This design comes from an exercise in tuning for small area on the open sky130 flow, not from production work.
The RTL was checked by simulation tests, not by an equivalence proof against the original design.
No activity file was given, so power comes from the tool's default toggle rates.

## top_axis_uart
module top_axis_uart #(parameter DATA_BITS = 8) (
    input  wire       clk,
    input  wire       rst,
    input  wire [7:0] axis_data,
    input  wire       axis_valid,
    input  wire       axis_last,
    output wire       uart_tx,
    output wire       rx_valid,
    output wire       m_axis_ready,
    output wire [DATA_BITS-1:0] rx_data
);
Size in the first run: roughly 120 flip-flops, about 23 I/O pins.
==> flow/config.mk <==
export PLATFORM = sky130hd
export DESIGN_NAME = top_axis_uart
export DESIGN_NICKNAME = top_axis_uart
export VERILOG_FILES = /design/flow/design.v
export SDC_FILE = /design/flow/constraint.sdc
export NUM_CORES = 4
export LEC_CHECK = 0
export CAP_MARGIN = 20
export CORE_MARGIN = 2
export CORE_UTILIZATION = 40
export SLEW_MARGIN = 20
==> flow/constraint.sdc <==
create_clock -name core_clock -period 10.0 [get_ports {clk}]
set_input_delay 2.0000 -clock core_clock [delete_from_list [all_inputs] [get_ports {clk}]]
set_output_delay 2.0000 -clock core_clock [all_outputs]
set_load 0.01 [all_outputs]
standard.sh (not shown) runs the stock make flow with config.mk's settings and CLKGATE_MAP_FILE= SYNTH_SCRIPT=/design/flow/synth_recipe.tcl, a recipe that flattens the netlist after the stock synthesis.
==> flow/flow/run.sh <==
#!/bin/bash
set -e
export CTS_ARGS="-sink_clustering_enable -repair_clock_nets -dont_use_dummy_load -buf_list \"sky130_fd_sc_hd__clkbuf_1 sky130_fd_sc_hd__clkbuf_2 sky130_fd_sc_hd__clkbuf_4\""
export BUFFER_PORTS_ARGS="-buffer_cell sky130_fd_sc_hd__buf_1"
bash standard.sh > standard.log 2>&1
The first run finished clean.
Next try:
==> flow/run.sh (new file) <==
#!/bin/bash
# synth_recipe.tcl (not shown) runs the flow's synth.tcl, then flattens the netlist and writes it again
# the make line also repeats each setting of config.mk as NAME=value (left out here)
make -C /OpenROAD-flow-scripts/flow DESIGN_CONFIG=/design/flow/config.mk WORK_HOME=/design/flow/orfs CLKGATE_MAP_FILE= SYNTH_SCRIPT=/design/flow/synth_recipe.tcl finish
removed: flow/flow/run.sh
removed: flow/standard.sh
Worst hold slack got worse by 0.038 ns.
Global-route usage is higher by 0.54 points.
Sequential share of layout area went down by 5.6 points.
Via count rose by about 1.6%.
Non-clock buffer count is unchanged.
Core utilization came out higher by 4.6 points.
Maximum frequency falls by about 3.5%.
Routed wire length goes up by about 1.8%.

---

top_axis_uart again, from the RTL that the note above started with.
clock: 10.0 ns
lec_check: 0
cap_margin: 20
core_margin: 2
core_utilization: 40
cts_buf_list: sky130_fd_sc_hd__clkbuf_8
cts_cluster_diameter: 100
cts_cluster_size: 30
slew_margin: 20
run.sh (not shown) runs the stock make flow with config.mk's settings and CLKGATE_MAP_FILE= SYNTH_SCRIPT=/design/flow/synth_recipe.tcl, a recipe that flattens the netlist after the stock synthesis.
Stock flow here: none of the scripts above is used.
The starting point passed the timing, DRC and antenna checks.
Rerun with:
==> flow/flow/run.sh (new file) <==
#!/bin/bash
# Standard ORFS layout, with a lighter clock tree (no dummy loads, few
# mid-size buffers) and the smallest buffer on each port.
set -e
export CTS_ARGS="-sink_clustering_enable -repair_clock_nets -dont_use_dummy_load -buf_list sky130_fd_sc_hd__clkbuf_8 -sink_clustering_size 30 -sink_clustering_max_diameter 100"
export BUFFER_PORTS_ARGS="-buffer_cell sky130_fd_sc_hd__buf_1"
bash standard.sh > standard.log 2>&1
==> flow/standard.sh (new file) <==
#!/bin/bash
# synth_recipe.tcl (not shown) runs the flow's synth.tcl, then flattens the netlist and writes it again
# the make line also repeats each setting of config.mk as NAME=value (left out here)
make -C /OpenROAD-flow-scripts/flow DESIGN_CONFIG=/design/flow/config.mk WORK_HOME=/design/flow/orfs CLKGATE_MAP_FILE= SYNTH_SCRIPT=/design/flow/synth_recipe.tcl "${@:-finish}"
- CTS_BUF_LIST: sky130_fd_sc_hd__clkbuf_8 -> unset
- CTS_CLUSTER_DIAMETER: 100 -> unset
- CTS_CLUSTER_SIZE: 30 -> unset
removed: flow/run.sh
The new run finished with timing, DRC and antenna clean. Sequential power hardly moves. Synthesized area does not change. Worst setup slack improves by 0.17 ns. Final cell count falls by 2.8%. Total power goes down by 8.3%. Clock skew increases by 0.024 ns.

==> separate check: timing with driven ports <==
In the flow no input, the clock included, has a driving cell. The finished layouts below were timed again as built, in two steps.
Step 1 sets driving cells, clkbuf_16 on the clock port and buf_2 on the other inputs (assumed; they add their load-dependent delay and slew).
Step 2 times the ports against the registers' clock, not the clock port: input delays grow and output delays shrink by t, the midpoint of the rising clock arrivals with the driver on.
a / b / c = no drivers / after step 1 / after step 2; a / b = the first two.
run | t (ns) | setup WS [ns] | worst setup path at the end | worst data-port slew with drivers (ns) | cell pins on the clock port's net
the first run of note 1 | 0.500 | 6.012 / 6.012 / 6.012 | register to register | 0.03 | 1
the second run of note 1 | 0.448 | 5.867 / 5.830 / 5.963 | register to register | 0.03 | 1
the first run of note 2 | 0.457 | 5.831 / 5.798 / 5.938 | register to register | 0.03 | 1
the second run of note 2 | 0.435 | 6.001 / 6.001 / 6.001 | register to register | 0.03 | 1
After both steps setup and hold are still met in every run listed.
